Source: an optimization exercise on an open RTL-to-GDS flow (aim: small area, a short achievable clock period and few clock cycles per item). Production flows keep margins and buffers that such runs may drop. RTL that was checked went through simulation tests only; none was proved equivalent to the original. No functional check of the RTL was part of run 2.

$ cat flow/design.v
`timescale 1ns / 1ps
module PE_v2 #(
    parameter DATA_WIDTH = 16,
    parameter FRAC_WIDTH = 8
)(
    input wire clk,
    input wire rst_n,
    input wire enable,
    input wire clear,
    input wire signed [DATA_WIDTH-1:0] a_in,
    input wire signed [DATA_WIDTH-1:0] b_in,
    output reg signed [DATA_WIDTH-1:0] a_out,
    output reg signed [DATA_WIDTH-1:0] b_out,
    output wire signed [DATA_WIDTH-1:0] c_out
);
    reg signed [2*DATA_WIDTH-1:0] accumulator;
    wire signed [2*DATA_WIDTH-1:0] product;
    assign product = a_in * b_in;
    assign c_out = accumulator[DATA_WIDTH+FRAC_WIDTH-1:FRAC_WIDTH];
    always @(posedge clk or negedge rst_n) begin
        if (!rst_n) begin
            a_out <= 0;
            b_out <= 0;
            accumulator <= 0;
        end else begin
            if (clear) begin
                accumulator <= 0;
            end 
            if (enable) begin
                a_out <= a_in;
                b_out <= b_in;
                accumulator <= accumulator + product;
            end
        end
    end
endmodule
module systolic_matrix_mult #(
    parameter DATA_WIDTH = 16,
    parameter FRAC_WIDTH = 8,
    parameter M = 4,
    parameter N = 4,
    parameter K = 4
)(
    input wire clk,
    input wire rst_n,
    input wire start,
    input wire signed [DATA_WIDTH-1:0] a_data,
    input wire [$clog2(M)-1:0] a_row,
    input wire [$clog2(K)-1:0] a_col,
    input wire a_valid,
    input wire signed [DATA_WIDTH-1:0] b_data,
    input wire [$clog2(K)-1:0] b_row,
    input wire [$clog2(N)-1:0] b_col,
    input wire b_valid,
    output reg signed [DATA_WIDTH-1:0] c_data,
    output reg [$clog2(M)-1:0] c_row,
    output reg [$clog2(N)-1:0] c_col,
    output reg c_valid,
    output reg done
);
    reg signed [DATA_WIDTH-1:0] mat_a [0:M-1][0:K-1];
    reg signed [DATA_WIDTH-1:0] mat_b [0:K-1][0:N-1];
    wire signed [DATA_WIDTH-1:0] a_h [0:M-1][0:N];
    wire signed [DATA_WIDTH-1:0] b_v [0:M][0:N-1];
    wire signed [DATA_WIDTH-1:0] c_results [0:M-1][0:N-1];
    reg compute_enable;
    reg clear_accumulators;
    reg [7:0] cycle_count;
    genvar i, j;
    generate
        for (i = 0; i < M; i = i + 1) begin : row
            for (j = 0; j < N; j = j + 1) begin : col
                PE_v2 #(.DATA_WIDTH(DATA_WIDTH), .FRAC_WIDTH(FRAC_WIDTH)) pe (
                    .clk(clk),
                    .rst_n(rst_n),
                    .enable(compute_enable),
                    .clear(clear_accumulators),
                    .a_in(a_h[i][j]),
                    .a_out(a_h[i][j+1]),
                    .b_in(b_v[i][j]),
                    .b_out(b_v[i+1][j]),
                    .c_out(c_results[i][j])
                );
            end
        end
    endgenerate
    reg signed [DATA_WIDTH-1:0] a_feed [0:M-1];
    reg signed [DATA_WIDTH-1:0] b_feed [0:N-1];
    integer idx;
    always @(*) begin
        for (idx = 0; idx < M; idx = idx + 1) begin
            if (compute_enable && cycle_count >= idx && cycle_count - idx < K) begin
                a_feed[idx] = mat_a[idx][cycle_count - idx];
            end else begin
                a_feed[idx] = 0;
            end
        end
        for (idx = 0; idx < N; idx = idx + 1) begin
            if (compute_enable && cycle_count >= idx && cycle_count - idx < K) begin
                b_feed[idx] = mat_b[cycle_count - idx][idx];
            end else begin
                b_feed[idx] = 0;
            end
        end
    end
    generate
        for (i = 0; i < M; i = i + 1) begin : a_connect
            assign a_h[i][0] = a_feed[i];
        end
        for (j = 0; j < N; j = j + 1) begin : b_connect
            assign b_v[0][j] = b_feed[j];
        end
    endgenerate
    localparam IDLE = 2'b00;
    localparam LOAD = 2'b01;
    localparam COMPUTE = 2'b10;
    localparam OUTPUT = 2'b11;
    reg [1:0] state, next_state;
    reg [$clog2(M*K):0] a_load_count;
    reg [$clog2(K*N):0] b_load_count;
    always @(posedge clk or negedge rst_n) begin
        if (!rst_n) begin
            state <= IDLE;
        end else begin
            state <= next_state;
        end
    end
    always @(*) begin
        next_state = state;
        case (state)
            IDLE: if (start) next_state = LOAD;
            LOAD: if (a_load_count == M*K && b_load_count == K*N) next_state = COMPUTE;
            COMPUTE: if (cycle_count == M + N + K - 1) next_state = OUTPUT;
            OUTPUT: if (out_row == M-1 && out_col == N-1) next_state = IDLE;
        endcase
    end
    always @(posedge clk or negedge rst_n) begin
        if (!rst_n) begin
            a_load_count <= 0;
            b_load_count <= 0;
        end else if (state == IDLE) begin
            a_load_count <= 0;
            b_load_count <= 0;
        end else if (state == LOAD) begin
            if (a_valid && a_load_count < M*K) begin
                mat_a[a_row][a_col] <= a_data;
                a_load_count <= a_load_count + 1;
            end
            if (b_valid && b_load_count < K*N) begin
                mat_b[b_row][b_col] <= b_data;
                b_load_count <= b_load_count + 1;
            end
        end
    end
    always @(posedge clk or negedge rst_n) begin
        if (!rst_n) begin
            cycle_count <= 0;
            compute_enable <= 0;
            clear_accumulators <= 0;
        end else begin
            clear_accumulators <= 0;
            case (state)
                IDLE, LOAD: begin
                    cycle_count <= 0;
                    compute_enable <= 0;
                    if (state == LOAD && next_state == COMPUTE) begin
                        clear_accumulators <= 1;
                    end
                end
                COMPUTE: begin
                    compute_enable <= 1;
                    if (cycle_count < M + N + K - 1 && compute_enable) begin
                        cycle_count <= cycle_count + 1;
                    end
                end
                default: begin
                    compute_enable <= 0;
                end
            endcase
        end
    end
    reg [$clog2(M)-1:0] out_row;
    reg [$clog2(N)-1:0] out_col;
    always @(posedge clk or negedge rst_n) begin
        if (!rst_n) begin
            out_row <= 0;
            out_col <= 0;
            c_data <= 0;
            c_row <= 0;
            c_col <= 0;
            c_valid <= 0;
            done <= 0;
        end else begin
            c_valid <= 0;
            done <= 0;
            if (state == OUTPUT) begin
                c_data <= c_results[out_row][out_col];
                c_row <= out_row;
                c_col <= out_col;
                c_valid <= 1;
                if (out_col == N-1) begin
                    out_col <= 0;
                    if (out_row == M-1) begin
                        out_row <= 0;
                        done <= 1;
                    end else begin
                        out_row <= out_row + 1;
                    end
                end else begin
                    out_col <= out_col + 1;
                end
            end else if (state == IDLE) begin
                out_row <= 0;
                out_col <= 0;
            end
        end
    end
endmodule
$ cat flow/run.sh
#!/bin/bash
# synth_recipe.tcl (not shown) runs the flow's synth.tcl, then flattens the netlist and writes it again
# the make line also repeats each setting of config.mk as NAME=value (left out here)
make -C /OpenROAD-flow-scripts/flow DESIGN_CONFIG=/design/flow/config.mk WORK_HOME=/design/flow/orfs CLKGATE_MAP_FILE= SYNTH_SCRIPT=/design/flow/synth_recipe.tcl finish
$ cat flow/config.mk
export PLATFORM = sky130hd
export DESIGN_NAME = systolic_matrix_mult
export DESIGN_NICKNAME = systolic_matrix_mult
export VERILOG_FILES = /design/flow/design.v
export SDC_FILE = /design/flow/constraint.sdc
export NUM_CORES = 4
export LEC_CHECK = 0
export CAP_MARGIN = 20
export CORE_MARGIN = 2
export CORE_UTILIZATION = 30
export SLEW_MARGIN = 20
$ cat flow/constraint.sdc
create_clock -name core_clock -period 10.0 [get_ports {clk}]
set_input_delay 2.0000 -clock core_clock [delete_from_list [all_inputs] [get_ports {clk}]]
set_output_delay 2.0000 -clock core_clock [all_outputs]
set_load 0.01 [all_outputs]
==> results.ini, run 1 <==
[finish]
fillers=63410
drive_gt1_share_pct=6.344
multi_input_area_sq_um=132500
final_cell_mix=inv_1, fa_1, nand2_1
layout_commonest_cell=inv_1
area_delta_synth_final_pct=9.256
seq_area_sq_um=35810
num-nets-final=23500
postLayoutCoreUtil_pct=32.90

[synthesis]
synth_edf_count=512
yosys.cell_types.count=104
ys.flop_type=dfrtp_1
synth.avg_cell_area_sq_um=9.806
synth.cell_area_sq_um=186400
synthCells=19010
ys_seq_area_share_pct=19.20
synth-seq-cells=1328
ys.warnings.count=10
syn_nets=23720
synth-async-reset-ratio_pct=61.45

[worst_setup_path]
crit_slowest_cell=fa_1
cp.arrival_ps=10390
start_kind=flip-flop
worstSetupPathType=flip-flop to flip-flop
crit_fanout=17
cp-end-kind=flip-flop
worstPathRequired_ps=10800
slowest_delay_ps=550

[clock_network]
root_buffer=clkbuf_16
cts_tree=yes
ctsHoldBuffers=0
cts_resized=0
cts-htree-levels=4
cts.clk_slew.worst_paths_ps=60
cts_buffers=170
post-cts-setup-buffer-count=0
clk_latency_ps=930
cts_buffer_depth=4
cts.sinks=1328

[global_routing]
grt_max_degree=140
grt_overflow=0
track_usage_pct=19.93
grt_pass1_vias=143200
antenna_found_initial=53
grt_pass1_wl_microns=945500

[timing]
period_share_pct=95.83
final-hold-violation-count=0
timing.slew.headroom_pct=18.92
period_needed_ps=9583
fmax_ghz=0.1043
setup_violations=0
grt_setup_unrepaired=false
fin_hold_ws_ps=482.1
drv_slew=0
tns_ps=0
fin_skew_ps=87.30
worst_slew_pin_slew_ps=1216

[detailed_routing]
met3_length_microns=55520
wl_per_cell_microns=22.94
num_vias=135300
drc=0
wl_met1_microns=259200
totalWireLength_microns=624400
drt_first_iter_violations=12670
drt_first_pass_iters=10
ant_nets=0
viasPerCell=4.972
route.met2.wl_microns=273600
top_layer=met5

[placed_design]
dp_hpwl_microns=496100
io_buffers=66
place_congestion=0.9816

[status]
status=complete, no violations

[die]
ios=67
fp-row-count=289
start_util_pct=30.11
die_w_microns=792.3
die_h_microns=792.3
core_region_area_sq_um=619100
die-area_sq_um=627700

[run]
cap_viol_max_count=0

[min_path]
hold_path.class=flip-flop to flip-flop

[synth_stat cells (334+ instances only)]
cell      count  share of area [%]
a21oi_1     334               0.90
nor2_1      427               0.86
fa_1       3344                 36
o21ai_0     379                1.0
nand2_1    2501                5.0
and2_1     1448                4.9
edfxtp_1    512                8.2
ha_1       1325                8.9
clkbuf_1    749                1.5
xnor2_1     487                2.3
inv_1      3990                8.0
dfrtp_1     816                 11
[cells by family after synthesis]
logic type / after synthesis / synth area share [%]
DFF: 1328 / 19.20
adders and majority gates: 4669 / 44.81
AOI/OAI and AO/OA: 2065 / 7.758
muxes: 352 / 2.149
and+or+nand+nor: 4986 / 12.72
xor gates and xnor gates: 706 / 3.382
buffers and inverters: 4903 / 9.985
[critical path: cells and delay by family (launching register included)]
kind	cells	cell delay [ps]
fa+ha+maj	8	3700
compound gates	11	3120
buf+inv	8	1130
simple gates	4	560
flops	1	490
xor+xnor	2	470
[layer usage]
metal  global-route usage (%)  vias to the layer above
met3                    4.376                     1219
li1                         -                    58340
met4                    9.347                       20
met2                    30.66                     5698
met5                        0                        -
met1                    26.77                    70070
[path summary, 6_finish.rpt]
| check | from | end | slack (ps) | cells past startpoint |
|---|---|---|---|---|
| setup / recovery | cycle_count[1] | row[1].col[0].pe.accumulator[23] | 420 | 33 |
| hold / removal | row[1].col[0].pe.a_out[10] | row[1].col[0].pe.a_out[10] | 480 | 1 |
| setup reg to reg | cycle_count[1] | row[1].col[0].pe.accumulator[23] | 420 | 33 |
| hold reg to reg | row[1].col[0].pe.a_out[10] | row[1].col[0].pe.a_out[10] | 480 | 1 |
| max in group asynchronous | rst_n | row[0].col[3].pe.accumulator[7] | 6170 | 5 |
| min in group asynchronous | rst_n | b_load_count[4] | 1360 | 2 |
[state kept, by name, summed over array words and instances (netlist names), 8 cells and up]
| register | cells |
|---|---|
| row.col.pe.a_out | 192 |
| c_data | 16 |
| cycle_count | 8 |
| row.col.pe.accumulator | 384 |
| mat_b | 256 |
| row.col.pe.b_out | 192 |
| mat_a | 256 |
[area by class of cell]
type	count	area share [%]
diodes	13	0.01597
well taps	8293	5.095
flip-flops and latches	1328	17.58
clock inverters	109	0.6273
repair buffers	513	2.075
inverters	3993	7.363
multi-input cells	12780	65.07
clock buffers	194	2.173
[through the flow]
stage / cell area (sq um) / setup WS (ps) / instances
2_1_floorplan: 186400 / 870.6 / 19010
3_3_place_gp: 197900 / 472.3 / 26900
3_5_place_dp: 197900 / 505.5 / 26900
4_1_cts: 203600 / 449.5 / 27210
5_1_grt: 203600 / 1.925 / 27210
6_report: 203700 / 416.5 / 27220
Testbench counts, summed over its fixed seeds: cycles 75,208, items 1,600.
==> run 2: changes to the inputs <==
==> flow/design.v (replaced) <==
`timescale 1ns / 1ps
module systolic_matrix_mult #(
    parameter DATA_WIDTH = 16,
    parameter FRAC_WIDTH = 8,
    parameter M = 4,
    parameter N = 4,
    parameter K = 4
)(
    input wire clk,
    input wire rst_n,
    input wire start,
    input wire signed [DATA_WIDTH-1:0] a_data,
    input wire [$clog2(M)-1:0] a_row,
    input wire [$clog2(K)-1:0] a_col,
    input wire a_valid,
    input wire signed [DATA_WIDTH-1:0] b_data,
    input wire [$clog2(K)-1:0] b_row,
    input wire [$clog2(N)-1:0] b_col,
    input wire b_valid,
    output reg signed [DATA_WIDTH-1:0] c_data,
    output reg [$clog2(M)-1:0] c_row,
    output reg [$clog2(N)-1:0] c_col,
    output reg c_valid,
    output reg done
);
    localparam MB = $clog2(M);
    localparam NB = $clog2(N);
    localparam KB = $clog2(K);
    reg signed [DATA_WIDTH-1:0] mat_a [0:M*K-1];
    reg signed [DATA_WIDTH-1:0] mat_b [0:K*N-1];
    always @(posedge clk) begin
        if (a_valid) mat_a[{a_row, a_col}] <= a_data;
        if (b_valid) mat_b[{b_row, b_col}] <= b_data;
    end
    reg [KB:0] a_cnt [0:M-1];
    reg [KB:0] b_cnt [0:N-1];
    reg [M*N-1:0] issued;
    reg [M-1:0] a_full;
    reg [N-1:0] b_full;
    reg [M*N-1:0] cand;
    reg [M*N-1:0] pick;
    reg pick_v;
    reg [MB-1:0] pick_i;
    reg [NB-1:0] pick_j;
    integer x, y;
    always @(*) begin
        for (x = 0; x < M; x = x + 1)
            a_full[x] = (a_cnt[x] == K) || (a_cnt[x] == K-1 && a_valid && a_row == x);
        for (y = 0; y < N; y = y + 1)
            b_full[y] = (b_cnt[y] == K) || (b_cnt[y] == K-1 && b_valid && b_col == y);
        for (x = 0; x < M; x = x + 1)
            for (y = 0; y < N; y = y + 1)
                cand[x*N+y] = a_full[x] & b_full[y] & ~issued[x*N+y];
        pick = cand & (~cand + 1'b1);
        pick_v = |cand;
        pick_i = 0;
        pick_j = 0;
        for (x = 0; x < M; x = x + 1)
            for (y = 0; y < N; y = y + 1)
                if (pick[x*N+y]) begin
                    pick_i = pick_i | x;
                    pick_j = pick_j | y;
                end
    end
    reg s_v, s_last;
    reg [MB-1:0] s_i;
    reg [NB-1:0] s_j;
    always @(posedge clk or negedge rst_n) begin
        if (!rst_n) begin
            for (x = 0; x < M; x = x + 1) a_cnt[x] <= 0;
            for (y = 0; y < N; y = y + 1) b_cnt[y] <= 0;
            issued <= 0;
            s_v <= 1'b0;
            s_last <= 1'b0;
            s_i <= 0;
            s_j <= 0;
        end else begin
            s_v <= pick_v;
            s_last <= pick_v && ((issued | pick) == {M*N{1'b1}});
            s_i <= pick_i;
            s_j <= pick_j;
            if (start) begin
                for (x = 0; x < M; x = x + 1) a_cnt[x] <= 0;
                for (y = 0; y < N; y = y + 1) b_cnt[y] <= 0;
                issued <= 0;
            end else begin
                for (x = 0; x < M; x = x + 1)
                    if (a_valid && a_row == x) a_cnt[x] <= a_cnt[x] + 1'b1;
                for (y = 0; y < N; y = y + 1)
                    if (b_valid && b_col == y) b_cnt[y] <= b_cnt[y] + 1'b1;
                issued <= issued | pick;
            end
        end
    end
    reg signed [2*DATA_WIDTH-1:0] acc;
    integer k;
    always @(*) begin
        acc = 0;
        for (k = 0; k < K; k = k + 1)
            acc = acc + mat_a[s_i*K + k] * mat_b[k*N + s_j];
    end
    always @(posedge clk or negedge rst_n) begin
        if (!rst_n) begin
            c_data <= 0;
            c_row <= 0;
            c_col <= 0;
            c_valid <= 1'b0;
            done <= 1'b0;
        end else begin
            c_valid <= s_v;
            done <= s_last;
            if (s_v) begin
                c_data <= acc[DATA_WIDTH+FRAC_WIDTH-1:FRAC_WIDTH];
                c_row <= s_i;
                c_col <= s_j;
            end
        end
    end
endmodule
==> run 2 against run 1 <==
Effect of this change:
- die area shrank 71%
- via count shrank 75%
- largest cell class unchanged
- sequential share of layout area grew 11 points
- final cell count shrank 74%
- area after synthesis shrank 72%
- utilization grew 1.1 points
==> results.ini, run 2 <==
[status]
status=complete, no violations

[finish]
postLayoutCoreUtil_pct=33.98  ; +1.1 points
seq_area_sq_um=17090  ; -52%
multi_input_area_sq_um=31640  ; -76%
drive_gt1_share_pct=10.17  ; +3.8 points
fin_area_sq_um=59700  ; -71%
area_delta_synth_final_pct=12.76
num-nets-final=5901  ; -75%
top_regs=mat_a: 256 flops, mat_b: 256 flops
layout_commonest_cell=inv_1
fillers=17560  ; -72%
final_cell_mix=inv_1, fa_1, edfxtp_1

[synthesis]
synth-async-reset-ratio_pct=11.72  ; -50 points
synth-seq-cells=580  ; -56%
synthCells=4559  ; -76%
ys_seq_area_share_pct=32.25  ; +13 points
ys.warnings.count=3  ; -7
synthDominantCellAreaShare_pct=32.86  ; -3.1 points
yosys.cell_types.count=72  ; -31%
synth.avg_cell_area_sq_um=11.61  ; +18%
synth_edf_count=512  ; unchanged
syn_nets=5723  ; -76%
ys.flop_type=edfxtp_1
synth_common_cells=inv_1, fa_1, edfxtp_1, nand2_1, nor2_1
yosys.area.top_type=fa_1
synthTopCellsByArea=fa_1, edfxtp_1, inv_1
synth.cell_area_sq_um=52950  ; -72%
synth_most_common_cell=inv_1

[clock_network]
cts.sinks=580  ; -56%
root_buffer=clkbuf_16
cts_buffer_depth=3  ; -1
cts-htree-levels=3  ; -1
cts_buffers=66  ; -61%
clk_latency_ps=670  ; -260 ps
cts.clk_slew.worst_paths_ps=70  ; about the same
ctsHoldBuffers=0  ; unchanged
cts_tree=yes

[timing]
final-hold-violation-count=0  ; unchanged
fin_hold_ws_ps=351.8  ; -130.3 ps
period_needed_ps=9792  ; +208.0 ps
drv_slew=0  ; unchanged
fmax_ghz=0.1021  ; -2.1%
setup_violations=0  ; unchanged
fin_skew_ps=55.00  ; -32.30 ps
timing.slew.headroom_pct=27.35  ; +8.4 points
period_share_pct=97.91  ; +2.1 points
worst_slew_pin_slew_ps=1086  ; -129.9 ps

[detailed_routing]
viasPerCell=4.676  ; -6.0%
wl_per_cell_microns=21.83  ; -4.8%
num_vias=33330  ; -75%
drc=0  ; unchanged
totalWireLength_microns=155600  ; -75%
ant_nets=0  ; unchanged
drt_first_iter_violations=2987  ; -76%
drt_first_pass_iters=6  ; -4

[placed_design]
place_congestion=0.9685  ; -1.3%
io_buffers=66  ; unchanged
dp_hpwl_microns=128400  ; -74%
placed_area_sq_um=57340  ; -71%

[die]
die_w_microns=424.1  ; -46%
core_region_area_sq_um=175700  ; -72%
fp-row-count=154  ; -47%
start_util_pct=30.13  ; about the same
die_h_microns=424.1  ; -46%
ios=67  ; unchanged
die-area_sq_um=179900  ; -71%

[min_path]
hold_path.class=flip-flop to flip-flop

[worst_setup_path]
crit_path_frequent_cell=fa_1
cp.arrival_ps=10310  ; -80 ps
crit_fanout=14  ; -3
start_kind=flip-flop
cp-end-kind=flip-flop
worstPathRequired_ps=10520  ; -280 ps
crit_slowest_cell=fa_1
slowest_delay_ps=600  ; +50 ps
worstSetupPathType=flip-flop to flip-flop

[global_routing]
grt_max_degree=46  ; -67%
grt_pass1_wl_microns=231100  ; -76%
grt_pass1_vias=35670  ; -75%
grt_overflow=0  ; unchanged
antenna_found_initial=8  ; -85%
track_usage_pct=17.52  ; -2.4 points

[run]
cap_viol_max_count=0  ; unchanged

run 2: cell count changes after synthesis, sizes merged, moves of 195 or more:
cell	delta
a22oi	-328
a21o	-231
nand2	-2010
xor2	-195
fa	-2475
dfrtp	-748
inv	-3006
xnor2	-386
a21oi	-306
and2	-1333
o21ai	-302
ha	-1075
clkbuf	-651
run 2: final timing paths:
kind	startpoint	end	slack, ps	cells after the start
min in group asynchronous	rst_n	issued[6]	1340	1
worst max-delay path	s_j[0]	c_data[15]	210	33
worst max register to register	s_j[0]	c_data[15]	210	33
worst min register to register	s_last	done	350	0
worst min-delay path	s_last	done	350	0
max in group asynchronous	rst_n	c_data[15]	7530	2
run 2: what timing repair did:
action / in CTS / in global routing
buffers inserted: 1 / 5
endpoints found under the hold margin: 0 / 0
gates resized for setup: 1 / 6
pin swaps: 0 / 0
gates cloned: 0 / 0
setup endpoints to repair: 1 / 1
run 2: cells by family (layout without fill, tap and decap cells):
| logic type | count (synthesis) | count (layout) | share of synthesized area (%) |
|---|---|---|---|
| simple gates | 1160 | 1160 | 9.426 |
| buf+inv | 1119 | 1348 | 8.129 |
| fa+ha+maj | 1119 | 1119 | 38.76 |
| compound gates | 198 | 198 | 2.290 |
| other cells | 0 | 1 | 0 |
| flops | 580 | 580 | 32.25 |
| xor+xnor | 122 | 122 | 2.098 |
| mux | 261 | 261 | 7.040 |
run 2: metal layers:
metal	track usage (%)	wire (microns)	vias up
met5	0	25	-
met4	5.522	5175	4
met3	2.538	10000	207
met2	30.59	78800	1079
met1	22.30	61610	17530
li1	-	-	14520
run 2: worst max-delay path: cells and delay by family, from the launching register on:
kind | cells | cell delay, ps
adder cells (fa/ha/maj) | 10 | 5020
XOR/XNOR | 8 | 1870
buffers and inverters | 11 | 1150
multiplexers | 2 | 620
flip-flops | 1 | 560
AO/OA/AOI/OAI | 1 | 320
AND/OR/NAND/NOR | 1 | 120
run 2: layout make-up:
cell class / count / area share, %
Antenna cell: 1 / 0.004191
Clock inverter: 41 / 0.7922
Timing Repair Buffer: 245 / 3.558
Sequential cell: 580 / 28.63
Multi-Input combinational cell: 2860 / 53.00
Inverter: 984 / 6.186
Clock buffer: 78 / 2.928
Tap cell: 2340 / 4.904
run 2: stage by stage:
step,setup TNS (ps),std cells,worst slack [ps]
after CTS,0,7123,102.2
after detailed placement,0,7003,27.01
after floorplan,0,4559,327.6
final,0,7129,208.5
after global placement,0,7003,33.66
after global routing,-47.84,7129,-47.84

afterwards: timing with drivers on the ports:
Ports are ideal in the flow. The routed layouts listed here were re-timed in OpenROAD.
Step 1 sets driving cells, clkbuf_16 on the clock port and buf_2 on the other inputs (assumed; they add their load-dependent delay and slew).
Step 2 also shifts input and output timing later by t, the mid clock arrival at the registers, as if the neighbouring blocks saw the same clock.
Three values: no drivers, after step 1, after step 2; two values: the first two.
run	t, ns	setup WS [ns]	worst setup path at the end
run 1	0.999	0.417 / 0.417 / 0.417	register to register
run 2	0.715	0.208 / 0.208 / 0.208	register to register
After both steps setup and hold are still met in every run listed.
